What follows belongs to an exercise in optimizing a design on an open flow for small area; a production flow would make more cautious choices. Where RTL was checked, it was by simulation tests only, not by an equivalence proof against the original. Function not checked in runs 1 and 2: the RTL went through the layout flow alone. Power and IR drop assume default switching activity.

$ cat flow/config.mk
export PLATFORM = sky130hd
export DESIGN_NAME = top
export DESIGN_NICKNAME = top
export VERILOG_FILES = /design/flow/design.v
export SDC_FILE = /design/flow/constraint.sdc
export NUM_CORES = 4
export LEC_CHECK = 0
export CAP_MARGIN = 20
export CORE_MARGIN = 2
export CORE_UTILIZATION = 40
export CTS_BUF_LIST = sky130_fd_sc_hd__clkbuf_8
export SLEW_MARGIN = 20
export SYNTH_HIERARCHICAL = 1
$ cat flow/standard.sh
#!/bin/bash
# synth_recipe.tcl (not shown) runs the flow's synth.tcl, then flattens the netlist and writes it again
# the make line also repeats each setting of config.mk as NAME=value (left out here)
make -C /OpenROAD-flow-scripts/flow DESIGN_CONFIG=/design/flow/config.mk WORK_HOME=/design/flow/orfs CLKGATE_MAP_FILE= SYNTH_SCRIPT=/design/flow/synth_recipe.tcl "${@:-finish}"
$ cat flow/flow/run.sh
#!/bin/bash
# The standard layout (the standard.sh: ORFS synthesis to finish) with
# two layout choices passed to ORFS's own variables:
# - clock tree: clkbuf_8 buffers and no dummy loads at the leaves
# - port buffers: buf_1
# Everything else (synthesis, floorplan, power grid, taps, placement,
# routing) is standard.sh unchanged.
set -e
export CTS_ARGS="-sink_clustering_enable -repair_clock_nets -buf_list sky130_fd_sc_hd__clkbuf_8 -dont_use_dummy_load"
export BUFFER_PORTS_ARGS="-buffer_cell sky130_fd_sc_hd__buf_1"
bash standard.sh > standard.log 2>&1
$ cat flow/design.v
module fa (input a, input b, input c, output s, output co);
    assign s  = a ^ b ^ c;
    assign co = (a & b) | (c & (a ^ b));
endmodule
module ha (input a, input b, output s, output co);
    assign s  = a ^ b;
    assign co = a & b;
endmodule
module delay (
    input  clk,
    input  rst_seen,
    input  btn,
    output delay_en
);
    localparam [15:0] TAPS = 16'hD008, R = 16'hC01C, W = 16'h401C,
                      MASK = 16'hFFEF, P = 16'h5555, S1 = 16'h8039;
    reg  [15:0] q;
    wire [15:0] s = q ^ P;
    assign delay_en = ~rst_seen & ((s & MASK) == (W & MASK));
    wire fb = (^(s & TAPS)) ^ delay_en;
    always @(posedge clk) begin
        if (!btn)          q <= R ^ P;
        else if (rst_seen) q <= S1 ^ P;
        else               q <= {s[14:0], fb} ^ P;
    end
endmodule
module ball_tick (
    input  clk,
    input  rst,
    output tick
);
    localparam [12:0] TAPS = 13'h100D, R = 13'h11F9, W = 13'h01F9, MASK = 13'h1EF7;
    reg [12:0] s;
    assign tick = ((s & MASK) == (W & MASK));
    wire fb = (^(s & TAPS)) ^ tick;
    always @(posedge clk or posedge rst) begin
        if (rst) s <= R;
        else     s <= {s[11:0], fb};
    end
endmodule
module vga_controller (
    input clk,
    input rst,
    output video_on,
    output hsync,
    output vsync,
    output reg [11:0] h_count,
    output reg [10:0] v_count
);
    wire [11:0] h = h_count;
    wire [10:0] v = v_count;
    wire h_end = h[11] & h[7] & h[4] & h[2] & h[1] & h[0];           
    wire v_end = v[10] & v[6] & v[5] & v[2];                         
    wire [11:0] hs, hc;
    assign hs[0] = ~h[0];
    assign hc[0] = h[0];
    wire [10:0] vs, vc;
    ha v0 (.a(v[0]), .b(h_end), .s(vs[0]), .co(vc[0]));
    genvar i;
    for (i = 1; i < 12; i++) begin : hinc
        ha u (.a(h[i]), .b(hc[i-1]), .s(hs[i]), .co(hc[i]));
    end
    for (i = 1; i < 11; i++) begin : vinc
        ha u (.a(v[i]), .b(vc[i-1]), .s(vs[i]), .co(vc[i]));
    end
    wire v_wrap = h_end & v_end;
    always @(posedge clk or posedge rst) begin
        if (rst) h_count <= 12'd0;
        else     h_count <= {hs[11] & ~h_end, hs[10:8], hs[7] & ~h_end, hs[6:5],
                             hs[4:3] & ~{2{h_end}}, hs[2:0]};
    end
    always @(posedge clk or posedge rst) begin
        if (rst) v_count <= 11'd0;
        else     v_count <= {vs[10] & ~v_wrap, vs[9:7], vs[6:5] & ~{2{v_wrap}}, vs[4:3],
                             vs[2] & ~v_wrap, vs[1], vs[0] & ~v_wrap};
    end
    assign hsync = (h[10] & h[9] & h[8] & h[7] & h[6] & (h[5] | (h[4] & h[3]))) |
                   (h[11] & ~(h[8] | h[7] | h[6] | h[5] | h[4] | h[3] | h[2]));
    assign vsync = v[10] & ((~v[6] & v[5] & v[4] & v[3] & v[2]) |
                            (v[6] & ~(v[5] | v[4] | v[3] | v[2] | v[1] | v[0])));
    assign video_on = ~h[11] & ~(h[10] & h[9] & h[8] & h[7]) &
                      (~v[10] | (~v[6] & ~(v[5] & v[4] & v[3])));
endmodule
module rectangle (
    input clk,
    input rst,
    input rst_seen,
    input btnU,
    input btnD,
    output reg [8:0] pos
);
    wire up, down;
    wire at_bot = pos[8] & pos[7] & pos[4] & pos[3] & pos[1];    
    wire at_top = ~|pos;
    wire en_d = down & ~at_bot;
    wire en_u = ~down & up & ~at_top;
    wire en = en_d | en_u;
    wire [8:0] s, c;
    ha a0 (.a(pos[0]), .b(en),   .s(s[0]), .co(c[0]));
    fa a1 (.a(pos[1]), .b(en_u), .c(c[0]), .s(s[1]), .co(c[1]));
    fa a2 (.a(pos[2]), .b(en_d), .c(c[1]), .s(s[2]), .co(c[2]));
    genvar i;
    for (i = 3; i < 8; i++) begin : add
        fa u (.a(pos[i]), .b(en_u), .c(c[i-1]), .s(s[i]), .co(c[i]));
    end
    assign s[8] = pos[8] ^ en_u ^ c[7];
    always @(posedge clk or posedge rst) begin
        if (rst) pos <= 9'd0;
        else     pos <= s;
    end
    delay delay_i_u (.clk(clk), .rst_seen(rst_seen), .btn(btnU), .delay_en(up));
    delay delay_i_d (.clk(clk), .rst_seen(rst_seen), .btn(btnD), .delay_en(down));
endmodule
module circle (
    input clk,
    input rst,
    input  [8:0] pos_l,        
    input  [8:0] pos_r,
    output reg [10:0] nhp,
    output reg [9:0]  nvp
);
    reg dir_right, dir_down;
    wire move_tick;
    wire [10:0] hp = ~nhp;
    wire [9:0]  vp = ~nvp;
    genvar i;
    wire [8:0] pc = hp[10] ? pos_r : pos_l;
    wire in_h = (hp <= 11'd260) || (hp >= 11'd1640);
    wire [8:0] fs, fc;
    ha f0 (.a(pc[0]), .b(nvp[1]), .s(fs[0]), .co(fc[0]));
    for (i = 1; i < 9; i++) begin : fadd
        fa u (.a(pc[i]), .b(nvp[i+1]), .c(fc[i-1]), .s(fs[i]), .co(fc[i]));
    end
    wire [10:0] f = {fc[8], fs, nvp[0]};
    wire hit = in_h && (f >= 11'd713) && (f <= 11'd1083);
    ball_tick delay_i_u (.clk(clk), .rst(rst), .tick(move_tick));
    wire h_max = hp[10] & hp[9] & hp[8] & hp[6] & hp[1] & hp[0];
    wire h_min = ~(hp[10] | hp[9] | hp[8] | hp[7] | hp[6] | hp[1]);
    wire v_max = vp[9] & vp[8] & vp[7] & vp[6] & vp[5] & vp[4] & vp[3] & vp[1] & vp[0];
    wire v_min = ~(vp[9] | vp[8] | vp[7] | vp[6] | vp[1]);
    wire h_turn = dir_right ? h_max : h_min;
    wire v_turn = dir_down ? v_max : v_min;
    wire en_h = move_tick & ~h_turn;
    wire en_v = move_tick & ~v_turn;
    wire dm_h = en_h & dir_right;
    wire dm_v = en_v & dir_down;
    wire [10:0] hs, hc;
    wire [9:0]  vs, vc;
    ha h0 (.a(nhp[0]), .b(en_h), .s(hs[0]), .co(hc[0]));
    ha v0 (.a(nvp[0]), .b(en_v), .s(vs[0]), .co(vc[0]));
    for (i = 1; i < 10; i++) begin : hadd
        fa u (.a(nhp[i]), .b(dm_h), .c(hc[i-1]), .s(hs[i]), .co(hc[i]));
    end
    assign hs[10] = nhp[10] ^ dm_h ^ hc[9];
    for (i = 1; i < 9; i++) begin : vadd
        fa u (.a(nvp[i]), .b(dm_v), .c(vc[i-1]), .s(vs[i]), .co(vc[i]));
    end
    assign vs[9] = nvp[9] ^ dm_v ^ vc[8];
    always @(posedge clk or posedge rst) begin
        if (rst) begin
            nhp <= ~11'd479;
            dir_right <= 1'b1;
            nvp <= ~10'd270;
            dir_down <= 1'b1;
        end else if (hit) begin
            nhp <= ~11'd479;
            dir_right <= 1'b1;
            nvp <= ~10'd270;
            dir_down <= 1'b1;
        end else begin
            nhp <= hs;
            nvp <= vs;
            if (move_tick & h_turn) dir_right <= ~dir_right;
            if (move_tick & v_turn) dir_down <= ~dir_down;
        end
    end
endmodule
module circle_hit (
    input  [11:0] h,
    input  [10:0] v,
    input  [10:0] nhp,
    input  [9:0]  nvp,
    output hit
);
    wire t3, t4, t5, t6, t7, t8, t9, t10;
    wire t11, t12, t13, t14, t15, t16, t17, t18;
    wire t19, t20, t21, t22, t26, t27, t28, t29;
    wire t30, t31, t32, t33, t34, t35, t36, t37;
    wire t38, t39, t40, t41, t42, t43, t188, t189;
    wire t190, t191, t192, t193, t194, t195, t196, t197;
    wire t200, t201, t202, t203, t204, t205, t206, t207;
    wire t210, t211, t212, t213, t214, t215, t218, t219;
    wire t220, t221, t224, t225, t226, t227, t229, t230;
    wire t231, t232, t233, t234, t235, t236, t237, t238;
    wire t239, t240, t242, t243, t244, t245, t246, t247;
    wire t249, t250, t251, t252, t253, t254, t256, t257;
    wire t258, t259, t260, t261, t263, t264, t265, t266;
    wire t267, t268, t271, t272, t273, t274, t277, t278;
    wire t279, t280, t283, t284, t285, t286, t287, t288;
    wire t290, t291, t292, t293, t294, t295, t296, t297;
    wire t299, t300, t301, t302, t303, t304, t305, t306;
    wire t307, t308, t309, t310, t311, t312, t313, t314;
    wire t315, t316, t317, t318, t319, t320, t321, t322;
    wire t324, t325, t326, t327, t329, t330, t331, t332;
    wire t334, t335, t336, t337, t339, t340, t345, t346;
    wire t347, t348, t349, t350, t351, t352, t353, t354;
    wire t355, t356, t357, t358, t359, t360, t361, t362;
    wire t363, t364, t365, t366, t367, t368, t369, t370;
    wire t371, t372, t373, t374, t375, t376, t377, t378;
    wire t382, t383, t384, t385, t387, t388, t390, t391;
    wire t392, t393, t395, t396, t398, t399, t400, t401;
    wire t402, t403, t404, t405, t406, t407, t408, t409;
    wire t410, t411, t412, t413, t414, t415, t416, t417;
    wire t419, t420, t425, t426, t428, t429, t431, t432;
    wire t433, t434, t435, t436, t437, t438, t439, t440;
    wire t441, t442, t443, t444;
    wire t1 = ~(h[0] ^ nhp[0]);
    wire t2 = h[0] | nhp[0];
    wire t23 = ~(h[11] ^ t22);
    wire t24 = ~(v[0] ^ nvp[0]);
    wire t25 = v[0] | nvp[0];
    wire t44 = ~(v[10] ^ t43);
    wire t45 = ~t1;
    wire t46 = ~(t3 & ~t1);
    wire t47 = ~(t3 & t1);
    wire t48 = ~(t5 & ~t3);
    wire t49 = ~(t5 & t3);
    wire t50 = ~(t7 & ~t5);
    wire t51 = ~(t7 & t5);
    wire t52 = ~(t9 & ~t7);
    wire t53 = ~(t9 & t7);
    wire t54 = ~(t11 & ~t9);
    wire t55 = ~(t11 & t9);
    wire t56 = ~(t13 & ~t11);
    wire t57 = ~(t13 & t11);
    wire t58 = ~(t15 & ~t13);
    wire t59 = ~(t15 & t13);
    wire t60 = ~(t17 & ~t15);
    wire t61 = ~(t17 & t15);
    wire t62 = ~(t19 & ~t17);
    wire t63 = ~(t19 & t17);
    wire t64 = ~(t21 & ~t19);
    wire t65 = ~(t1 & t5);
    wire t66 = ~(t1 & t7);
    wire t67 = ~(t1 & t9);
    wire t68 = ~(t1 & t11);
    wire t69 = ~(t1 & t13);
    wire t70 = ~(t1 & t15);
    wire t71 = ~(t1 & t17);
    wire t72 = ~(t1 & t19);
    wire t73 = ~(t1 & t21);
    wire t74 = ~(t3 & t7);
    wire t75 = ~(t3 & t9);
    wire t76 = ~(t3 & t11);
    wire t77 = ~(t3 & t13);
    wire t78 = ~(t3 & t15);
    wire t79 = ~(t3 & t17);
    wire t80 = ~(t3 & t19);
    wire t81 = ~(t3 & t21);
    wire t82 = ~(t5 & t9);
    wire t83 = ~(t5 & t11);
    wire t84 = ~(t5 & t13);
    wire t85 = ~(t5 & t15);
    wire t86 = ~(t5 & t17);
    wire t87 = ~(t5 & t19);
    wire t88 = ~(t5 & t21);
    wire t89 = ~(t7 & t11);
    wire t90 = ~(t7 & t13);
    wire t91 = ~(t7 & t15);
    wire t92 = ~(t7 & t17);
    wire t93 = ~(t7 & t19);
    wire t94 = ~(t7 & t21);
    wire t95 = ~(t9 & t13);
    wire t96 = ~(t9 & t15);
    wire t97 = ~(t9 & t17);
    wire t98 = ~(t9 & t19);
    wire t99 = ~(t9 & t21);
    wire t100 = ~(t11 & t15);
    wire t101 = ~(t11 & t17);
    wire t102 = ~(t11 & t19);
    wire t103 = ~(t11 & t21);
    wire t104 = ~(t13 & t17);
    wire t105 = ~(t13 & t19);
    wire t106 = ~(t13 & t21);
    wire t107 = ~(t15 & t19);
    wire t108 = ~(t15 & t21);
    wire t109 = ~(t17 & t21);
    wire t110 = ~(t23 & t1);
    wire t111 = ~(t23 & ~t1);
    wire t112 = ~(t23 & ~t3);
    wire t113 = ~(t23 & ~t5);
    wire t114 = ~(t23 & ~t7);
    wire t115 = ~(t23 & ~t9);
    wire t116 = ~(t23 & ~t11);
    wire t117 = ~(t23 & ~t13);
    wire t118 = ~(t23 & ~t15);
    wire t119 = ~(t23 & ~t17);
    wire t120 = ~t24;
    wire t121 = ~(t26 & ~t24);
    wire t122 = ~(t26 & t24);
    wire t123 = ~(t28 & ~t26);
    wire t124 = ~(t28 & t26);
    wire t125 = ~(t30 & ~t28);
    wire t126 = ~(t30 & t28);
    wire t127 = ~(t32 & ~t30);
    wire t128 = ~(t32 & t30);
    wire t129 = ~(t34 & ~t32);
    wire t130 = ~(t34 & t32);
    wire t131 = ~(t36 & ~t34);
    wire t132 = ~(t36 & t34);
    wire t133 = ~(t38 & ~t36);
    wire t134 = ~(t38 & t36);
    wire t135 = ~(t40 & ~t38);
    wire t136 = ~(t40 & t38);
    wire t137 = ~(t42 & ~t40);
    wire t138 = ~(t42 & t40);
    wire t139 = ~(t24 & t28);
    wire t140 = ~(t24 & t30);
    wire t141 = ~(t24 & t32);
    wire t142 = ~(t24 & t34);
    wire t143 = ~(t24 & t36);
    wire t144 = ~(t24 & t38);
    wire t145 = ~(t24 & t40);
    wire t146 = ~(t24 & t42);
    wire t147 = ~(t26 & t30);
    wire t148 = ~(t26 & t32);
    wire t149 = ~(t26 & t34);
    wire t150 = ~(t26 & t36);
    wire t151 = ~(t26 & t38);
    wire t152 = ~(t26 & t40);
    wire t153 = ~(t26 & t42);
    wire t154 = ~(t28 & t32);
    wire t155 = ~(t28 & t34);
    wire t156 = ~(t28 & t36);
    wire t157 = ~(t28 & t38);
    wire t158 = ~(t28 & t40);
    wire t159 = ~(t28 & t42);
    wire t160 = ~(t30 & t34);
    wire t161 = ~(t30 & t36);
    wire t162 = ~(t30 & t38);
    wire t163 = ~(t30 & t40);
    wire t164 = ~(t30 & t42);
    wire t165 = ~(t32 & t36);
    wire t166 = ~(t32 & t38);
    wire t167 = ~(t32 & t40);
    wire t168 = ~(t32 & t42);
    wire t169 = ~(t34 & t38);
    wire t170 = ~(t34 & t40);
    wire t171 = ~(t34 & t42);
    wire t172 = ~(t36 & t40);
    wire t173 = ~(t36 & t42);
    wire t174 = ~(t38 & t42);
    wire t175 = ~(t44 & t24);
    wire t176 = ~(t44 & ~t24);
    wire t177 = ~(t44 & ~t26);
    wire t178 = ~(t44 & ~t28);
    wire t179 = ~(t44 & ~t30);
    wire t180 = ~(t44 & ~t32);
    wire t181 = ~(t44 & ~t34);
    wire t182 = ~(t44 & ~t36);
    wire t183 = ~(t44 & ~t38);
    wire t184 = ~(t44 & ~t40);
    wire t185 = ~(t44 & t42);
    wire t186 = t53 ^ t71;
    wire t187 = ~(t53 | t71);
    wire t198 = t131 ^ t159;
    wire t199 = ~(t131 | t159);
    wire t208 = t101 ^ t113;
    wire t209 = ~(t101 | t113);
    wire t216 = t83 ^ t127;
    wire t217 = ~(t83 | t127);
    wire t222 = t156 ^ t160;
    wire t223 = ~(t156 | t160);
    wire t228 = ~t187;
    wire t241 = ~t198;
    wire t248 = ~t199;
    wire t255 = ~t208;
    wire t262 = ~t209;
    wire t269 = t181 ^ t211;
    wire t270 = ~(t181 | t211);
    wire t275 = t62 ^ t108;
    wire t276 = ~(t62 | t108);
    wire t281 = t125 ^ t142;
    wire t282 = ~(t125 | t142);
    wire t289 = ~t216;
    wire t298 = ~t223;
    wire t323 = ~t269;
    wire t328 = ~t270;
    wire t333 = ~t275;
    wire t338 = ~t276;
    wire t341 = t64 ^ t119;
    wire t342 = ~(t64 | t119);
    wire t343 = t47 ^ t65;
    wire t344 = ~(t47 | t65);
    wire t379 = t122 ^ t139;
    wire t380 = ~(t122 | t139);
    wire t381 = ~t344;
    wire t386 = ~t281;
    wire t389 = ~t282;
    wire t394 = ~t292;
    wire t397 = ~t293;
    wire t418 = ~t341;
    wire t421 = t45 ^ t120;
    wire t422 = ~(t45 | t120);
    wire t423 = t46 ^ t121;
    wire t424 = ~(t46 | t121);
    wire t427 = ~t382;
    wire t430 = ~t429;
    fa u_t3 (.a(h[1]), .b(nhp[1]), .c(t2), .s(t3), .co(t4));
    fa u_t5 (.a(h[2]), .b(nhp[2]), .c(t4), .s(t5), .co(t6));
    fa u_t7 (.a(h[3]), .b(nhp[3]), .c(t6), .s(t7), .co(t8));
    fa u_t9 (.a(h[4]), .b(nhp[4]), .c(t8), .s(t9), .co(t10));
    fa u_t11 (.a(h[5]), .b(nhp[5]), .c(t10), .s(t11), .co(t12));
    fa u_t13 (.a(h[6]), .b(nhp[6]), .c(t12), .s(t13), .co(t14));
    fa u_t15 (.a(h[7]), .b(nhp[7]), .c(t14), .s(t15), .co(t16));
    fa u_t17 (.a(h[8]), .b(nhp[8]), .c(t16), .s(t17), .co(t18));
    fa u_t19 (.a(h[9]), .b(nhp[9]), .c(t18), .s(t19), .co(t20));
    fa u_t21 (.a(h[10]), .b(nhp[10]), .c(t20), .s(t21), .co(t22));
    fa u_t26 (.a(v[1]), .b(nvp[1]), .c(t25), .s(t26), .co(t27));
    fa u_t28 (.a(v[2]), .b(nvp[2]), .c(t27), .s(t28), .co(t29));
    fa u_t30 (.a(v[3]), .b(nvp[3]), .c(t29), .s(t30), .co(t31));
    fa u_t32 (.a(v[4]), .b(nvp[4]), .c(t31), .s(t32), .co(t33));
    fa u_t34 (.a(v[5]), .b(nvp[5]), .c(t33), .s(t34), .co(t35));
    fa u_t36 (.a(v[6]), .b(nvp[6]), .c(t35), .s(t36), .co(t37));
    fa u_t38 (.a(v[7]), .b(nvp[7]), .c(t37), .s(t38), .co(t39));
    fa u_t40 (.a(v[8]), .b(nvp[8]), .c(t39), .s(t40), .co(t41));
    fa u_t42 (.a(v[9]), .b(nvp[9]), .c(t41), .s(t42), .co(t43));
    fa u_t188 (.a(t54), .b(t72), .c(t79), .s(t188), .co(t189));
    fa u_t190 (.a(t55), .b(t73), .c(t80), .s(t190), .co(t191));
    fa u_t192 (.a(t86), .b(t91), .c(t95), .s(t192), .co(t193));
    fa u_t194 (.a(t56), .b(t81), .c(t87), .s(t194), .co(t195));
    fa u_t196 (.a(t92), .b(t96), .c(t110), .s(t196), .co(t197));
    fa u_t200 (.a(t57), .b(t88), .c(t93), .s(t200), .co(t201));
    fa u_t202 (.a(t97), .b(t100), .c(t111), .s(t202), .co(t203));
    fa u_t204 (.a(t112), .b(t132), .c(t164), .s(t204), .co(t205));
    fa u_t206 (.a(t58), .b(t94), .c(t98), .s(t206), .co(t207));
    fa u_t210 (.a(t59), .b(t99), .c(t102), .s(t210), .co(t211));
    fa u_t212 (.a(t51), .b(t69), .c(t76), .s(t212), .co(t213));
    fa u_t214 (.a(t52), .b(t70), .c(t77), .s(t214), .co(t215));
    fa u_t218 (.a(t78), .b(t84), .c(t89), .s(t218), .co(t219));
    fa u_t220 (.a(t128), .b(t145), .c(t151), .s(t220), .co(t221));
    fa u_t224 (.a(t188), .b(t85), .c(t90), .s(t224), .co(t225));
    fa u_t226 (.a(t129), .b(t146), .c(t152), .s(t226), .co(t227));
    fa u_t229 (.a(t157), .b(t161), .c(t228), .s(t229), .co(t230));
    fa u_t231 (.a(t190), .b(t192), .c(t130), .s(t231), .co(t232));
    fa u_t233 (.a(t153), .b(t158), .c(t162), .s(t233), .co(t234));
    fa u_t235 (.a(t165), .b(t175), .c(t189), .s(t235), .co(t236));
    fa u_t237 (.a(t194), .b(t196), .c(t163), .s(t237), .co(t238));
    fa u_t239 (.a(t166), .b(t176), .c(t177), .s(t239), .co(t240));
    fa u_t242 (.a(t191), .b(t193), .c(t241), .s(t242), .co(t243));
    fa u_t244 (.a(t200), .b(t202), .c(t204), .s(t244), .co(t245));
    fa u_t246 (.a(t167), .b(t169), .c(t178), .s(t246), .co(t247));
    fa u_t249 (.a(t195), .b(t197), .c(t248), .s(t249), .co(t250));
    fa u_t251 (.a(t206), .b(t133), .c(t168), .s(t251), .co(t252));
    fa u_t253 (.a(t170), .b(t179), .c(t201), .s(t253), .co(t254));
    fa u_t256 (.a(t203), .b(t205), .c(t255), .s(t256), .co(t257));
    fa u_t258 (.a(t210), .b(t104), .c(t114), .s(t258), .co(t259));
    fa u_t260 (.a(t134), .b(t171), .c(t172), .s(t260), .co(t261));
    fa u_t263 (.a(t180), .b(t207), .c(t262), .s(t263), .co(t264));
    fa u_t265 (.a(t60), .b(t103), .c(t105), .s(t265), .co(t266));
    fa u_t267 (.a(t115), .b(t135), .c(t173), .s(t267), .co(t268));
    fa u_t271 (.a(t61), .b(t106), .c(t107), .s(t271), .co(t272));
    fa u_t273 (.a(t116), .b(t136), .c(t174), .s(t273), .co(t274));
    fa u_t277 (.a(t49), .b(t67), .c(t74), .s(t277), .co(t278));
    fa u_t279 (.a(t50), .b(t68), .c(t75), .s(t279), .co(t280));
    fa u_t283 (.a(t212), .b(t82), .c(t126), .s(t283), .co(t284));
    fa u_t285 (.a(t143), .b(t149), .c(t154), .s(t285), .co(t286));
    fa u_t287 (.a(t214), .b(t144), .c(t150), .s(t287), .co(t288));
    fa u_t290 (.a(t155), .b(t213), .c(t289), .s(t290), .co(t291));
    fa u_t292 (.a(t222), .b(t186), .c(t217), .s(t292), .co(t293));
    fa u_t294 (.a(t218), .b(t220), .c(t215), .s(t294), .co(t295));
    fa u_t296 (.a(t224), .b(t226), .c(t229), .s(t296), .co(t297));
    fa u_t299 (.a(t219), .b(t221), .c(t298), .s(t299), .co(t300));
    fa u_t301 (.a(t231), .b(t233), .c(t235), .s(t301), .co(t302));
    fa u_t303 (.a(t225), .b(t227), .c(t230), .s(t303), .co(t304));
    fa u_t305 (.a(t237), .b(t239), .c(t242), .s(t305), .co(t306));
    fa u_t307 (.a(t232), .b(t234), .c(t236), .s(t307), .co(t308));
    fa u_t309 (.a(t244), .b(t246), .c(t249), .s(t309), .co(t310));
    fa u_t311 (.a(t238), .b(t240), .c(t243), .s(t311), .co(t312));
    fa u_t313 (.a(t251), .b(t253), .c(t256), .s(t313), .co(t314));
    fa u_t315 (.a(t245), .b(t247), .c(t250), .s(t315), .co(t316));
    fa u_t317 (.a(t258), .b(t260), .c(t263), .s(t317), .co(t318));
    fa u_t319 (.a(t252), .b(t254), .c(t257), .s(t319), .co(t320));
    fa u_t321 (.a(t265), .b(t267), .c(t259), .s(t321), .co(t322));
    fa u_t324 (.a(t261), .b(t264), .c(t323), .s(t324), .co(t325));
    fa u_t326 (.a(t271), .b(t273), .c(t182), .s(t326), .co(t327));
    fa u_t329 (.a(t266), .b(t268), .c(t328), .s(t329), .co(t330));
    fa u_t331 (.a(t117), .b(t137), .c(t183), .s(t331), .co(t332));
    fa u_t334 (.a(t272), .b(t274), .c(t333), .s(t334), .co(t335));
    fa u_t336 (.a(t63), .b(t109), .c(t118), .s(t336), .co(t337));
    fa u_t339 (.a(t138), .b(t184), .c(t338), .s(t339), .co(t340));
    fa u_t345 (.a(t48), .b(t66), .c(t123), .s(t345), .co(t346));
    fa u_t347 (.a(t277), .b(t124), .c(t141), .s(t347), .co(t348));
    fa u_t349 (.a(t279), .b(t148), .c(t278), .s(t349), .co(t350));
    fa u_t351 (.a(t283), .b(t285), .c(t280), .s(t351), .co(t352));
    fa u_t353 (.a(t287), .b(t290), .c(t284), .s(t353), .co(t354));
    fa u_t355 (.a(t294), .b(t288), .c(t291), .s(t355), .co(t356));
    fa u_t357 (.a(t296), .b(t299), .c(t295), .s(t357), .co(t358));
    fa u_t359 (.a(t301), .b(t303), .c(t297), .s(t359), .co(t360));
    fa u_t361 (.a(t305), .b(t307), .c(t302), .s(t361), .co(t362));
    fa u_t363 (.a(t309), .b(t311), .c(t306), .s(t363), .co(t364));
    fa u_t365 (.a(t313), .b(t315), .c(t310), .s(t365), .co(t366));
    fa u_t367 (.a(t317), .b(t319), .c(t314), .s(t367), .co(t368));
    fa u_t369 (.a(t321), .b(t324), .c(t318), .s(t369), .co(t370));
    fa u_t371 (.a(t326), .b(t329), .c(t322), .s(t371), .co(t372));
    fa u_t373 (.a(t331), .b(t334), .c(t327), .s(t373), .co(t374));
    fa u_t375 (.a(t336), .b(t339), .c(t332), .s(t375), .co(t376));
    fa u_t377 (.a(t185), .b(t337), .c(t340), .s(t377), .co(t378));
    fa u_t382 (.a(t345), .b(t140), .c(t381), .s(t382), .co(t383));
    fa u_t384 (.a(t347), .b(t147), .c(t346), .s(t384), .co(t385));
    fa u_t387 (.a(t349), .b(t348), .c(t386), .s(t387), .co(t388));
    fa u_t390 (.a(t351), .b(t350), .c(t389), .s(t390), .co(t391));
    fa u_t392 (.a(t353), .b(t286), .c(t352), .s(t392), .co(t393));
    fa u_t395 (.a(t355), .b(t354), .c(t394), .s(t395), .co(t396));
    fa u_t398 (.a(t357), .b(t356), .c(t397), .s(t398), .co(t399));
    fa u_t400 (.a(t359), .b(t300), .c(t358), .s(t400), .co(t401));
    fa u_t402 (.a(t361), .b(t304), .c(t360), .s(t402), .co(t403));
    fa u_t404 (.a(t363), .b(t308), .c(t362), .s(t404), .co(t405));
    fa u_t406 (.a(t365), .b(t312), .c(t364), .s(t406), .co(t407));
    fa u_t408 (.a(t367), .b(t316), .c(t366), .s(t408), .co(t409));
    fa u_t410 (.a(t369), .b(t320), .c(t368), .s(t410), .co(t411));
    fa u_t412 (.a(t371), .b(t325), .c(t370), .s(t412), .co(t413));
    fa u_t414 (.a(t373), .b(t330), .c(t372), .s(t414), .co(t415));
    fa u_t416 (.a(t375), .b(t335), .c(t374), .s(t416), .co(t417));
    fa u_t419 (.a(t377), .b(t376), .c(t418), .s(t419), .co(t420));
    fa u_t425 (.a(t379), .b(t343), .c(t424), .s(t425), .co(t426));
    fa u_t428 (.a(t427), .b(t380), .c(t426), .s(t428), .co(t429));
    fa u_t431 (.a(t384), .b(t383), .c(t430), .s(t431), .co(t432));
    fa u_t433 (.a(t387), .b(t385), .c(t432), .s(t433), .co(t434));
    fa u_t435 (.a(t390), .b(t388), .c(t434), .s(t435), .co(t436));
    fa u_t437 (.a(t392), .b(t391), .c(t436), .s(t437), .co(t438));
    fa u_t439 (.a(t395), .b(t393), .c(t438), .s(t439), .co(t440));
    fa u_t441 (.a(t398), .b(t396), .c(t440), .s(t441), .co(t442));
    fa u_t443 (.a(t400), .b(t399), .c(t442), .s(t443), .co(t444));
    wire [11:0] s = {~t443, ~t441, ~t439, ~t437, ~t435, ~t433, ~t431, t428, t425, t423, t422, t421};
    wire high_zero = ~((~t402 ^ ~t401) ^ ~t444) &
        ~((~t404 ^ ~t403) ^ (~t402 | ~t401)) &
        ~((~t406 ^ ~t405) ^ (~t404 | ~t403)) &
        ~((~t408 ^ ~t407) ^ (~t406 | ~t405)) &
        ~((~t410 ^ ~t409) ^ (~t408 | ~t407)) &
        ~((~t412 ^ ~t411) ^ (~t410 | ~t409)) &
        ~((~t414 ^ ~t413) ^ (~t412 | ~t411)) &
        ~((~t416 ^ ~t415) ^ (~t414 | ~t413)) &
        ~((~t419 ^ ~t417) ^ (~t416 | ~t415));
    assign hit = high_zero &
                 ~(s[11] & s[10] & s[9] & ((|s[8:5]) | (s[4] & (|s[3:0]))));
endmodule
module top(
    input  clk     ,
    input  rst     ,
    input  btnU    ,
    input  btnD    ,
    input  btnL    ,
    input  btnR    ,
    output       Hsync   ,
    output       Vsync   ,
    output [3:0] vgaRed  ,
    output [3:0] vgaGreen,
    output [3:0] vgaBlue
);
    wire [11:0] h_count;
    wire [10:0] v_count;
    wire video_on;
    wire [8:0] pos_l, pos_r;
    wire [10:0] nhp;
    wire [9:0]  nvp;
    wire circ;
    reg  white;    
    vga_controller vga_ctrl (
        .clk(clk), .rst(rst), .video_on(video_on), .hsync(Hsync), .vsync(Vsync),
        .h_count(h_count), .v_count(v_count));
    reg rst_seen;
    always @(posedge clk or posedge rst) begin
        if (rst) rst_seen <= 1'b1;
        else     rst_seen <= 1'b0;
    end
    rectangle rectangle_left_i  (.clk(clk), .rst(rst), .rst_seen(rst_seen), .btnU(btnU), .btnD(btnR), .pos(pos_l));
    rectangle rectangle_right_i (.clk(clk), .rst(rst), .rst_seen(rst_seen), .btnU(btnL), .btnD(btnD), .pos(pos_r));
    circle color_i (.clk(clk), .rst(rst), .pos_l(pos_l), .pos_r(pos_r), .nhp(nhp), .nvp(nvp));
    circle_hit circle_hit_i (.h(h_count), .v(v_count), .nhp(nhp), .nvp(nvp), .hit(circ));
    wire [11:0] h = h_count;
    wire [10:0] v = v_count;
    wire in_l = (h >= 12'd100) && (h <= 12'd200);
    wire in_r = (h >= 12'd1700) && (h <= 12'd1800);
    wire [8:0] npr = ~(h[10] ? pos_r : pos_l);
    wire [9:0] dq, dc;
    assign dq[0] = ~(v[1] ^ npr[0]);
    assign dc[0] = v[1] | npr[0];
    genvar i;
    for (i = 1; i < 9; i++) begin : dsub
        fa u (.a(v[i+1]), .b(npr[i]), .c(dc[i-1]), .s(dq[i]), .co(dc[i]));
    end
    assign dq[9] = ~(v[10] ^ dc[8]);
    assign dc[9] = v[10] | dc[8];
    wire rows = dc[9] & ((dq < 10'd125) | ((dq == 10'd125) & ~v[0]));
    wire rect = (in_l | in_r) & rows;
    always @(posedge clk or posedge rst) begin
        if (rst) white <= 1'b0;
        else     white <= video_on & (rect | circ);
    end
    assign vgaRed   = {4{video_on}};
    assign vgaGreen = {4{video_on & white}};
    assign vgaBlue  = {4{video_on & white}};
endmodule
$ cat flow/constraint.sdc
create_clock -name core_clock -period 11.0 [get_ports {clk}]
set_input_delay 2.2000 -clock core_clock [delete_from_list [all_inputs] [get_ports {clk}]]
set_output_delay 2.2000 -clock core_clock [all_outputs]
set_load 0.01 [all_outputs]
==> results.json, run 1 <==
{
  "synth_edf_count": 0,
  "async_flop_share_pct": 55.2,
  "clk_path_buf_depth": 2,
  "drt_iter0_markers": 381,
  "placementRows": 59,
  "p_comb_share_pct": 24.6,
  "io_pins": 20,
  "die_h_um": 167,
  "antenna_found_initial": 0,
  "p_sw_share_pct": 30.3,
  "multi_input_area_um2": 6930,
  "dr_total_vias": 6330,
  "grt-ovfl-total": 0,
  "wl_met1_mm": 9.96,
  "cp_data_arrival_time_ns": 9.53,
  "cp.required_ns": 11.35,
  "muxShareOfSynthArea_pct": 1.82,
  "min_from": "color_i.delay_i_u.s[5]",
  "min_period_ns": 9.18,
  "ant_nets": 0,
  "syn_to_final_growth_pct": 5.02,
  "synth_compound_area_share_pct": 5.83,
  "cts_root_buf": "clkbuf_8",
  "synthFlopType": "dfxtp_1",
  "fmax_ghz": 0.109,
  "hold_viol": 0,
  "hold_path.class": "flop to flop",
  "vias_per_cell": 5.19,
  "ys_types": 78,
  "routed_wl_mm": 21.3,
  "fillers": 2493,
  "ys_seq_area_share_pct": 31.0,
  "power_frac_seq_pct": 49.2,
  "drc": 0,
  "synth_xor_area_share_pct": 2.72,
  "end_kind": "flop",
  "clock_skew_ns": 0.0365,
  "hold_end": "color_i.delay_i_u.s[6]",
  "io_buffers": 19,
  "status": "timing/DRC/antenna clean",
  "reg2reg_depth": 25,
  "synth-adder-area-share_pct": 38.7,
  "min_path_cells": 0,
  "netlist.area_leader.share_pct": 32.7,
  "gp_congestion": 0.787,
  "drive_above_1_share_pct": 9.27,
  "htreeDepth": 4,
  "yosysTopAreaCell": "fa_1",
  "clkSinkCount": 143,
  "post_cts_buffers": 0,
  "grt_max_degree": 24,
  "dr.pass1.iters": 4,
  "met3RoutedLength_um": 665,
  "ys_ff_latch": 143,
  "setup_violations": 0,
  "power.net_switching_mw": 0.351,
  "dr_wl_met2_mm": 10.3,
  "r2r-start": "vga_ctrl.h_count[0]",
  "grt_pass1_vias": 6867,
  "yosys.area_share.simple_pct": 16.3,
  "maxCapViolations": 0,
  "p_int_mw": 0.808,
  "dp_hpwl_mm": 16.5,
  "worst_pin_slew_ns": 0.936,
  "p_per_area_nw_per_um2": 104,
  "synth_area_um2": 10600,
  "postCtsResizedCells": 0,
  "r2r_slack_ns": 1.82,
  "ir_drop_mv": 0.0677,
  "r2r-end": "white",
  "crit_type": "flop to flop",
  "crit_fanout": 10,
  "core-area_um2": 26100,
  "clkTransAtPathRegs_ns": 0.09,
  "drv_slew": 0,
  "max-slew-margin-rel_pct": 37.5,
  "grt_use_total_pct": 16.2,
  "synth_top_family_by_area": "adder cells",
  "start_util_pct": 40.7,
  "yosys_warnings": 12,
  "cts_hold_buf": 0,
  "cts_buffers": 17,
  "antenna_cells": 0,
  "ff_latch_area_um2": 3280,
  "fp.dieW_um": 167,
  "syn_area_per_cell_um2": 12.0,
  "startpoint_type": "flop",
  "top_layer": "met4",
  "syn-instance-count": 884,
  "syn-num-nets": 1114,
  "grt_first_pass_wirelength_mm": 35.7,
  "min_period_over_period_pct": 83.5,
  "post_drt_wl_per_cell_um": 17.4,
  "rsz0062_at_grt": "no",
  "hold_slack_ns": 0.347,
  "finalSetupTns_ns": 0,
  "total_power_mw": 1.16,
  "clock_latency_ns": 0.45,
  "nNetsFinal": 1117,
  "dieArea_um2": 27800,
  "leakage_nw": 4.54,
  "cts_tree": "yes",
  "synth_area_leaders": "fa_1, dfrtp_1, dfxtp_1",
  "p_clk_share_pct": 26.2
}
[metal layers]
layer | vias up | track usage (%)
met5 | - | 0
met4 | 0 | 4.76
met3 | 19 | 2.21
met2 | 93 | 26.7
met1 | 3316 | 22.6
li1 | 2902 | -
[cell families after synthesis]
family,count (synthesis)
adder cells (fa/ha/maj),224
AND/OR/NAND/NOR,306
XOR/XNOR,32
buffers and inverters,84
flip-flops,143
AO/OA/AOI/OAI,76
other,1
multiplexers,18
[modules after synthesis, one instance, submodules excluded]
module,times used,cells inside,cell area [um2],flops+latches
ball_tick,1,23,430,13
circle,1,105,1200,23
circle_hit,1,227,1290,0
delay,4,43,503,16
fa,173,1,20.0,0
ha,27,1,12.5,0
rectangle,2,26,333,9
top,1,52,423,2
vga_controller,1,53,771,23
[cell usage in the layout (no fill, tap or decap), types with 3 or more instances in the layout]
master and n:
or4_1 9, fa_1 173, or2b_1 6, o21a_1 3
a21oi_1 3, nand4b_1 5, nor2_1 33, or4b_4 4
ha_1 51, inv_1 41, o31ai_1 3, dfxtp_1 64
or3_1 4, xor2_1 16, dfstp_2 20, buf_1 19
o211ai_1 4, nand2_1 128, nor4_4 4, nand3_1 8
and3_1 3, and2_1 10, clkbuf_8 17, mux2i_1 8
a21o_1 8, nand4_1 10, a21boi_0 12, inv_2 4
nand2b_1 20, xnor2_1 15, a21boi_1 12, nor2b_1 35
nor4_2 3, nand4bb_1 5, dfrtp_1 59, o31ai_2 4
o21ai_0 5, mux2_2 10
[critical path, stage by stage (launching register included)]
cell,delay (ns)
dfrtp_1,0.43
inv_1,0.07
ha_1,0.13
inv_1,0.05
fa_1,0.38
fa_1,0.39
fa_1,0.39
fa_1,0.39
fa_1,0.39
fa_1,0.39
fa_1,0.39
fa_1,0.40
fa_1,0.39
fa_1,0.42
xnor2_2,0.37
or2b_1,0.29
fa_1,0.55
fa_1,0.44
fa_1,0.53
fa_1,0.53
fa_1,0.49
ha_1,0.30
xor2_1,0.16
nand4_1,0.12
nor4_2,0.53
a32o_2,0.19
[flip-flops by register name, summed over array words and instances (netlist names)]
name / cells
rst_seen: 1
rectangle_left_i.delay_i_u.q: 16
rectangle_right_i.pos: 9
color_i.dir_down: 1
rectangle_left_i.delay_i_d.q: 16
color_i.dir_right: 1
white: 1
rectangle_right_i.delay_i_u.q: 16
vga_ctrl.v_count: 11
color_i.nvp: 10
rectangle_left_i.pos: 9
color_i.nhp: 11
color_i.delay_i_u.s: 13
rectangle_right_i.delay_i_d.q: 16
vga_ctrl.h_count: 12
[cells in the mapped netlist (4+ instances only)]
master / count
nand2_1: 128
nor4_4: 4
o31ai_2: 4
o211ai_1: 4
fa_1: 173
or3_1: 4
clkbuf_1: 15
a21o_1: 8
xnor2_1: 15
nand4bb_1: 5
inv_2: 4
buf_2: 7
dfstp_2: 20
o21ai_0: 5
ha_1: 51
a21boi_0: 12
a21boi_1: 12
or2b_1: 6
mux2i_1: 8
dfxtp_1: 64
xor2_1: 16
inv_1: 41
nand4b_1: 5
buf_4: 14
and2_1: 10
dfrtp_1: 59
nor2b_1: 35
nand4_1: 10
nand3_1: 8
or4_1: 9
or4b_4: 4
nor2_1: 33
nand2b_1: 20
mux2_2: 10
[power by group through the flow]
stage,combinational (mW),clock (mW),sequential [mW]
final,0.285,0.304,0.571
after global routing,0.329,0.340,0.575
after CTS,0.292,0.319,0.571
after detailed placement,0.291,0,0.581
after global placement,0.284,0,0.581
after floorplan,0.223,0,0.570
[per-stage QoR]
stage / util [%] / instance area, um2 / setup WS, ns / std cells
floorplan: - / 10600 / 2.16 / 884
global placement: 41.8 / 10900 / 2.00 / 1203
detailed placement: 41.8 / 10900 / 1.88 / 1203
CTS: 42.7 / 11100 / 1.85 / 1220
global route: 42.7 / 11100 / 1.47 / 1220
finish: 42.7 / 11100 / 1.82 / 1220
[worst max-delay path by stage]
stage                        startpoint  endpoint  slack [ns]
global route        vga_ctrl.h_count[0]     white        1.47
detailed placement  vga_ctrl.h_count[0]     white        1.88
CTS                 vga_ctrl.h_count[0]     white        1.85
finish              vga_ctrl.h_count[0]     white        1.82
floorplan           vga_ctrl.h_count[0]     white        2.16
global placement    vga_ctrl.h_count[0]     white        2.00
[final cells by class]
| class | instances | share of cell area, % |
|---|---|---|
| Multi-Input combinational cell | 657 | 62.3 |
| Inverter | 47 | 1.59 |
| Sequential cell | 143 | 29.5 |
| Timing Repair Buffer | 21 | 0.776 |
| Tap cell | 335 | 3.77 |
| Clock buffer | 17 | 2.10 |
==> run 2: changes to the inputs <==
--- a/flow/flow/run.sh
+++ b/flow/flow/run.sh
@@ -6,6 +6,6 @@
 # Everything else (synthesis, floorplan, power grid, taps, placement,
 # routing) is standard.sh unchanged.
 set -e
-export CTS_ARGS="-sink_clustering_enable -repair_clock_nets -buf_list sky130_fd_sc_hd__clkbuf_8 -dont_use_dummy_load"
+export CTS_ARGS="-sink_clustering_enable -repair_clock_nets -buf_list \"sky130_fd_sc_hd__clkbuf_4 sky130_fd_sc_hd__clkbuf_8\" -sink_clustering_size 30 -sink_clustering_max_diameter 100 -dont_use_dummy_load"
 export BUFFER_PORTS_ARGS="-buffer_cell sky130_fd_sc_hd__buf_1"
 bash standard.sh > standard.log 2>&1
==> results.json, run 2 <==
{
  "startpoint_type": "flop",
  "leakage_nw": 4.54,
  "cts_root_buf": "clkbuf_8",
  "post_drt_wl_per_cell_um": 17.4,
  "crit_fanout": 10,
  "grt_first_pass_wirelength_mm": 35.7,
  "most-common-layout-cells": "fa_1, nand2_1, dfxtp_1",
  "ys_types": 78,
  "io_buffers": 19,
  "fp.dieW_um": 167,
  "reg2reg_depth": 25,
  "gp_congestion": 0.787,
  "critPathMostFrequentCell": "fa_1",
  "clkTransAtPathRegs_ns": 0.09,
  "postCtsResizedCells": 0,
  "nNetsFinal": 1117,
  "htreeDepth": 4,
  "synth.most_common_cell": "fa_1",
  "synthFlopType": "dfxtp_1",
  "core-area_um2": 26100,
  "cts_tree": "yes",
  "netlist.area_leader.share_pct": 32.7,
  "grt_pass1_vias": 6867,
  "r2r-start": "vga_ctrl.h_count[0]",
  "hold_slack_ns": 0.347,
  "grt_max_degree": 24,
  "r2r_slack_ns": 1.82,
  "worst_pin_slew_ns": 0.936,
  "dieArea_um2": 27800,
  "io_pins": 20,
  "min_period_over_period_pct": 83.5,
  "clock_latency_ns": 0.45,
  "synth_edf_count": 0,
  "synth_area_um2": 10600,
  "grt_use_total_pct": 16.2,
  "min_path_cells": 0,
  "rsz0062_at_grt": "no",
  "status": "timing/DRC/antenna clean",
  "drt_iter0_markers": 381,
  "hold_end": "color_i.delay_i_u.s[6]",
  "syn-instance-count": 884,
  "max-slew-margin-rel_pct": 37.5,
  "clkSinkCount": 143,
  "dr_total_vias": 6330,
  "ant_nets": 0,
  "ir_drop_mv": 0.0677,
  "ys_ff_latch": 143,
  "antenna_cells": 0,
  "crit_type": "flop to flop",
  "syn-num-nets": 1114,
  "placementRows": 59,
  "min_from": "color_i.delay_i_u.s[5]",
  "cts_buffers": 17,
  "drv_slew": 0,
  "synth_area_leaders": "fa_1, dfrtp_1, dfxtp_1",
  "syn_area_per_cell_um2": 12.0,
  "synth_common_cells": "fa_1, nand2_1, dfxtp_1",
  "start_util_pct": 40.7,
  "cp.required_ns": 11.35,
  "setup_violations": 0,
  "dp_hpwl_mm": 16.5,
  "maxCapViolations": 0,
  "async_flop_share_pct": 55.2,
  "p_per_area_nw_per_um2": 104,
  "min_period_ns": 9.18,
  "post_cts_buffers": 0,
  "syn_to_final_growth_pct": 5.02,
  "die_h_um": 167,
  "r2r-end": "white",
  "hold_viol": 0,
  "clock_skew_ns": 0.0365,
  "yosysTopAreaCell": "fa_1",
  "yosys_warnings": 12,
  "hold_path.class": "flop to flop",
  "ys_seq_area_share_pct": 31.0,
  "slowest_delay_ns": 0.55,
  "routed_wl_mm": 21.3,
  "vias_per_cell": 5.19,
  "end_kind": "flop",
  "final_common_cell": "fa_1",
  "slowest_stage": "fa_1",
  "cp_data_arrival_time_ns": 9.53,
  "grt-ovfl-total": 0,
  "fmax_ghz": 0.109,
  "drive_above_1_share_pct": 9.27,
  "finalSetupTns_ns": 0,
  "antenna_found_initial": 0,
  "dr.pass1.iters": 4,
  "clk_path_buf_depth": 2,
  "drc": 0,
  "cts_hold_buf": 0
}
-- run 2: worst max-delay path, delay by kind of cell (launching register included) --
kind | cells | cell delay (ns)
fa+ha+maj | 17 | 6.90
simple gates | 3 | 0.94
xor+xnor | 2 | 0.53
flops | 1 | 0.43
compound gates | 1 | 0.19
buf+inv | 2 | 0.12
-- run 2: kinds of logic (layout without fill, tap and decap cells) --
family / Yosys count / count (layout) / synth area share [%]
xor+xnor: 32 / 32 / 2.72
compound gates: 76 / 76 / 5.83
simple gates: 306 / 306 / 16.3
fa+ha+maj: 224 / 224 / 38.7
buf+inv: 84 / 85 / 3.62
other cells: 1 / 1 / 0.0354
flops: 143 / 143 / 31.0
mux: 18 / 18 / 1.82
-- run 2: layer usage --
| metal | global-route usage (%) | vias up | share of wire [%] |
|---|---|---|---|
| li1 | - | 2902 | - |
| met1 | 22.6 | 3316 | 47 |
| met2 | 26.7 | 93 | 49 |
| met3 | 2.21 | 19 | 3.1 |
| met4 | 4.76 | 0 | 1.5 |
| met5 | 0 | - | 0 |
-- run 2: cell type report --
class,instances,area (um2)
inverters,47,176
fillers,2493,14900
flip-flops and latches,143,3280
well taps,335,419
clock buffers,17,234
multi-input cells,657,6930
repair buffers,21,86.3
-- run 2: Yosys stat by module, one instance, submodules excluded --
module | cells | flip-flops and latches
ha | 1 | 0
top | 52 | 2
circle | 105 | 23
circle_hit | 227 | 0
ball_tick | 23 | 13
delay | 43 | 16
rectangle | 26 | 9
vga_controller | 53 | 23
fa | 1 | 0
-- run 2: metrics by stage --
stage / cell area [um2] / std cells / total power [mW] / setup WS [ns] / util (%)
3_3_place_gp: 10900 / 1203 / 0.865 / 2.00 / 41.8
3_5_place_dp: 10900 / 1203 / 0.873 / 1.88 / 41.8
5_1_grt: 11100 / 1220 / 1.24 / 1.47 / 42.7
4_1_cts: 11100 / 1220 / 1.18 / 1.85 / 42.7
6_report: 11100 / 1220 / 1.16 / 1.82 / 42.7
2_1_floorplan: 10600 / 884 / 0.792 / 2.16 / -
-- run 2: report_power, final --
part	switching [mW]	total [mW]	internal, mW
clock network	0.167	0.304	0.136
registers	0.0271	0.571	0.544
logic	0.156	0.285	0.129
total	0.351	1.16	0.808
-- run 2: worst max-delay path by stage --
stage / start / endpoint / slack (ns) / cells past startpoint
6_report: vga_ctrl.h_count[0] / white / 1.82 / 25
2_1_floorplan: vga_ctrl.h_count[0] / white / 2.16 / 25
3_5_place_dp: vga_ctrl.h_count[0] / white / 1.88 / 23
3_3_place_gp: vga_ctrl.h_count[0] / white / 2.00 / 23
5_1_grt: vga_ctrl.h_count[0] / white / 1.47 / 23
4_1_cts: vga_ctrl.h_count[0] / white / 1.85 / 25
==> run 3: changes to the inputs <==
--- a/flow/design.v
+++ b/flow/design.v
@@ -8,20 +8,20 @@
 endmodule
 module delay (
     input  clk,
-    input  rst_seen,
+    input  rst,
     input  btn,
     output delay_en
 );
     localparam [15:0] TAPS = 16'hD008, R = 16'hC01C, W = 16'h401C,
-                      MASK = 16'hFFEF, P = 16'h5555, S1 = 16'h8039;
+                      MASK = 16'hFFEF, P = 16'h5555;
     reg  [15:0] q;
     wire [15:0] s = q ^ P;
-    assign delay_en = ~rst_seen & ((s & MASK) == (W & MASK));
+    assign delay_en = ((s & MASK) == (W & MASK));
     wire fb = (^(s & TAPS)) ^ delay_en;
-    always @(posedge clk) begin
-        if (!btn)          q <= R ^ P;
-        else if (rst_seen) q <= S1 ^ P;
-        else               q <= {s[14:0], fb} ^ P;
+    always @(posedge clk or posedge rst) begin
+        if (rst)       q <= R ^ P;
+        else if (!btn) q <= R ^ P;
+        else           q <= {s[14:0], fb} ^ P;
     end
 endmodule
 module ball_tick (
@@ -63,16 +63,15 @@
     for (i = 1; i < 11; i++) begin : vinc
         ha u (.a(v[i]), .b(vc[i-1]), .s(vs[i]), .co(vc[i]));
     end
-    wire v_wrap = h_end & v_end;
     always @(posedge clk or posedge rst) begin
-        if (rst) h_count <= 12'd0;
-        else     h_count <= {hs[11] & ~h_end, hs[10:8], hs[7] & ~h_end, hs[6:5],
-                             hs[4:3] & ~{2{h_end}}, hs[2:0]};
+        if (rst)        h_count <= 12'd0;
+        else if (h_end) h_count <= 12'd0;
+        else            h_count <= hs;
     end
     always @(posedge clk or posedge rst) begin
-        if (rst) v_count <= 11'd0;
-        else     v_count <= {vs[10] & ~v_wrap, vs[9:7], vs[6:5] & ~{2{v_wrap}}, vs[4:3],
-                             vs[2] & ~v_wrap, vs[1], vs[0] & ~v_wrap};
+        if (rst)                 v_count <= 11'd0;
+        else if (h_end & v_end)  v_count <= 11'd0;
+        else                     v_count <= vs;
     end
     assign hsync = (h[10] & h[9] & h[8] & h[7] & h[6] & (h[5] | (h[4] & h[3]))) |
                    (h[11] & ~(h[8] | h[7] | h[6] | h[5] | h[4] | h[3] | h[2]));
@@ -84,7 +83,6 @@
 module rectangle (
     input clk,
     input rst,
-    input rst_seen,
     input btnU,
     input btnD,
     output reg [8:0] pos
@@ -108,8 +106,8 @@
         if (rst) pos <= 9'd0;
         else     pos <= s;
     end
-    delay delay_i_u (.clk(clk), .rst_seen(rst_seen), .btn(btnU), .delay_en(up));
-    delay delay_i_d (.clk(clk), .rst_seen(rst_seen), .btn(btnD), .delay_en(down));
+    delay delay_i_u (.clk(clk), .rst(rst), .btn(btnU), .delay_en(up));
+    delay delay_i_d (.clk(clk), .rst(rst), .btn(btnD), .delay_en(down));
 endmodule
 module circle (
     input clk,
@@ -569,13 +567,8 @@
     vga_controller vga_ctrl (
         .clk(clk), .rst(rst), .video_on(video_on), .hsync(Hsync), .vsync(Vsync),
         .h_count(h_count), .v_count(v_count));
-    reg rst_seen;
-    always @(posedge clk or posedge rst) begin
-        if (rst) rst_seen <= 1'b1;
-        else     rst_seen <= 1'b0;
-    end
-    rectangle rectangle_left_i  (.clk(clk), .rst(rst), .rst_seen(rst_seen), .btnU(btnU), .btnD(btnR), .pos(pos_l));
-    rectangle rectangle_right_i (.clk(clk), .rst(rst), .rst_seen(rst_seen), .btnU(btnL), .btnD(btnD), .pos(pos_r));
+    rectangle rectangle_left_i  (.clk(clk), .rst(rst), .btnU(btnU), .btnD(btnR), .pos(pos_l));
+    rectangle rectangle_right_i (.clk(clk), .rst(rst), .btnU(btnL), .btnD(btnD), .pos(pos_r));
     circle color_i (.clk(clk), .rst(rst), .pos_l(pos_l), .pos_r(pos_r), .nhp(nhp), .nvp(nvp));
     circle_hit circle_hit_i (.h(h_count), .v(v_count), .nhp(nhp), .nvp(nvp), .hit(circ));
     wire [11:0] h = h_count;
==> flow/run.sh (new file) <==
#!/bin/bash
# synth_recipe.tcl (not shown) runs the flow's synth.tcl, then flattens the netlist and writes it again
# the make line also repeats each setting of config.mk as NAME=value (left out here)
make -C /OpenROAD-flow-scripts/flow DESIGN_CONFIG=/design/flow/config.mk WORK_HOME=/design/flow/orfs CLKGATE_MAP_FILE= SYNTH_SCRIPT=/design/flow/synth_recipe.tcl finish
removed: flow/flow/run.sh
removed: flow/standard.sh
==> results.json, run 3 <==
{
  "fmax_ghz": 0.110,
  "cp.required_ns": 11.39,
  "synth_edf_count": 0,
  "clock_skew_ns": 0.00940,
  "io_buffers": 19,
  "ff_latch_area_um2": 3610,
  "postCtsResizedCells": 0,
  "finalSetupTns_ns": 0,
  "min_period_over_period_pct": 82.9,
  "max-slew-margin-rel_pct": 38.9,
  "synth_area_um2": 11000,
  "post_drt_wl_per_cell_um": 17.2,
  "start_util_pct": 40.8,
  "io_pins": 20,
  "rsz0062_at_grt": "no",
  "grt_use_total_pct": 16.5,
  "crit_type": "flop to flop",
  "clock_latency_ns": 0.44,
  "dr.pass1.iters": 4,
  "cts_hold_buf": 0,
  "ir_drop_mv": 0.269,
  "drt_iter0_markers": 341,
  "antenna_cells": 0,
  "drive_above_1_share_pct": 13.2,
  "cts_buffers": 17,
  "dp_hpwl_mm": 16.3,
  "worst_slack_ns": 1.88,
  "stdcell_count": 1247,
  "stdcell_area_um2": 11800,
  "clkSinkCount": 142,
  "ys_seq_area_share_pct": 32.9,
  "fin_util_pct": 43.9,
  "final_common_cell": "fa_1",
  "yosys_warnings": 12,
  "async_flop_share_pct": 100,
  "syn-instance-count": 893,
  "cts_root_buf": "clkbuf_8",
  "synthFlopType": "dfrtp_1",
  "crit_fanout": 10,
  "grt_first_pass_wirelength_mm": 37.0,
  "placementRows": 60,
  "ys_types": 75,
  "cts_tree": "yes",
  "core-area_um2": 27000,
  "maxCapViolations": 0,
  "pre_cts_ws_ns": 1.89,
  "synth_common_cells": "fa_1, nand2_1, dfrtp_1",
  "netlist.area_leader.share_pct": 31.5,
  "dieArea_um2": 28800,
  "dr_total_vias": 6411,
  "die_h_um": 170,
  "hold_path.class": "flop to flop",
  "p_per_area_nw_per_um2": 309,
  "yosysTopAreaCell": "fa_1",
  "most-common-layout-cells": "fa_1, nand2_1, dfrtp_1",
  "placed_area_um2": 11400,
  "clkTransAtPathRegs_ns": 0.08,
  "drv_slew": 0,
  "grt_pass1_vias": 6939,
  "startpoint_type": "flop",
  "hold_viol": 0,
  "clk_path_buf_depth": 2,
  "gp_congestion": 0.814,
  "min_period_ns": 9.12,
  "synth_area_leaders": "fa_1, dfrtp_1, dfstp_2",
  "nNetsFinal": 1123,
  "ys_ff_latch": 142,
  "fp.dieW_um": 170,
  "post_cts_buffers": 0,
  "syn_area_per_cell_um2": 12.3,
  "synth.most_common_cell": "fa_1",
  "cp_data_arrival_time_ns": 9.50,
  "fillers": 2550,
  "leakage_nw": 5.04,
  "htreeDepth": 4,
  "vias_per_cell": 5.14,
  "routed_wl_mm": 21.4,
  "grt_max_degree": 24,
  "grt-ovfl-total": 0,
  "multi_input_area_um2": 6970,
  "status": "timing/DRC/antenna clean",
  "ant_nets": 0,
  "post-place-cells": 1215,
  "syn_to_final_growth_pct": 7.75,
  "antenna_found_initial": 0,
  "end_kind": "flop",
  "syn-num-nets": 1123,
  "setup_violations": 0,
  "drc": 0,
  "worst_pin_slew_ns": 0.915
}
[run 3: cell count changes in the layout (fill, tap and decap cells not counted), moves of 5 or more]
cell             change
a21boi_1             -8
buf_1               -19
clkdlybuf4s50_1     +19
dfrtp_1             +36
dfstp_2             +27
dfxtp_1             -64
inv_1                +5
nor2_1              -24
nor2b_1             +45
[run 3: cells by family after synthesis]
group                      Yosys count  share of synthesized area [%]
muxes                               18                           1.75
buffers and inverters               90                           3.72
xor gates and xnor gates            32                           2.62
adders and majority gates          224                           37.3
and+or+nand+nor                    323                           17.2
DFF                                142                           32.9
AOI/OAI and AO/OA                   64                           4.53
[run 3: final cells by class]
cell class | instances | share of cell area (%)
multi-input combinational | 661 | 58.8
inverter | 47 | 1.49
sequential | 142 | 30.5
clock inverter | 14 | 1.54
tap | 341 | 3.60
timing repair buffer | 24 | 1.92
clock buffer | 18 | 2.09
[run 3: per-layer routing]
layer	track usage, %	part of all wire [%]	vias up
met4	4.09	0.95	0
li1	-	-	2904
met5	0	0	-
met1	23.6	48	3392
met2	26.6	48	104
met3	2.36	3.3	11
[run 3: path summary, 6_finish.rpt]
check / endpoint / cells after the start / slack (ns) / from
setup / recovery: white / 25 / 1.88 / vga_ctrl.h_count[0]
hold / removal: color_i.delay_i_u.s[7] / 0 / 0.37 / color_i.delay_i_u.s[6]
setup reg to reg: white / 25 / 1.88 / vga_ctrl.h_count[0]
hold reg to reg: color_i.delay_i_u.s[7] / 0 / 0.37 / color_i.delay_i_u.s[6]
max in group asynchronous: vga_ctrl.h_count[1] / 2 / 7.63 / rst
min in group asynchronous: white / 2 / 2.33 / rst
[run 3: power breakdown]
group,internal [mW],switching (mW),total [mW]
Sequential,0.602,0.105,0.708
Combinational,1.16,1.35,2.51
Clock,0.235,0.212,0.447
[run 3: critical path: stages (launching register included)]
cell	delay (ns)
dfrtp_1	0.44
inv_1	0.08
ha_1	0.13
inv_1	0.05
fa_1	0.38
fa_1	0.40
fa_1	0.39
fa_1	0.39
fa_1	0.39
fa_1	0.39
fa_1	0.39
fa_1	0.39
fa_1	0.39
fa_1	0.41
xnor2_2	0.36
or2b_1	0.29
fa_1	0.56
fa_1	0.45
fa_1	0.52
fa_1	0.52
fa_1	0.49
ha_1	0.29
xor2_1	0.17
nand4_1	0.12
nor4_2	0.50
a32o_2	0.19
[run 3: Yosys stat by module, one instance, submodules excluded]
| module | cells | cell area, um2 |
|---|---|---|
| ha | 1 | 12.5 |
| circle_hit | 227 | 1290 |
| delay | 42 | 588 |
| top | 50 | 393 |
| fa | 1 | 20.0 |
| vga_controller | 68 | 852 |
| ball_tick | 23 | 430 |
| circle | 105 | 1200 |
| rectangle | 26 | 333 |
[run 3: per-stage QoR]
stage          power, mW  hold WS (ns)
4_1_cts             3.76         0.370
3_3_place_gp        3.22         0.355
5_1_grt             4.11         0.380
2_1_floorplan       2.66         0.347
6_report            3.66         0.370
3_5_place_dp        3.29         0.357

[port drivers added, routing unchanged]
The results above use ideal ports. As a check the final layouts listed here were re-extracted and re-timed, cells and wires unchanged. Step 1: set_driving_cell puts a clkbuf_16 on clk and a buf_2 on each other input, an assumption about the parent block. Step 2 also shifts input and output timing later by t, the mid clock arrival at the registers, as if the neighbouring blocks saw the same clock. Three values: ideal, step 1, step 2; two values: the first two.
| run | t (ns) | setup WS [ns] | latest minus earliest clock arrival (ns) |
|---|---|---|---|
| run 1 | 0.471 | 1.819 / 1.819 / 1.819 | 0.041 / 0.041 |
| run 2 | 0.471 | 1.819 / 1.819 / 1.819 | 0.041 / 0.041 |
| run 3 | 0.484 | 1.882 / 1.882 / 1.882 | 0.012 / 0.011 |
After both steps every run listed still meets setup and hold.
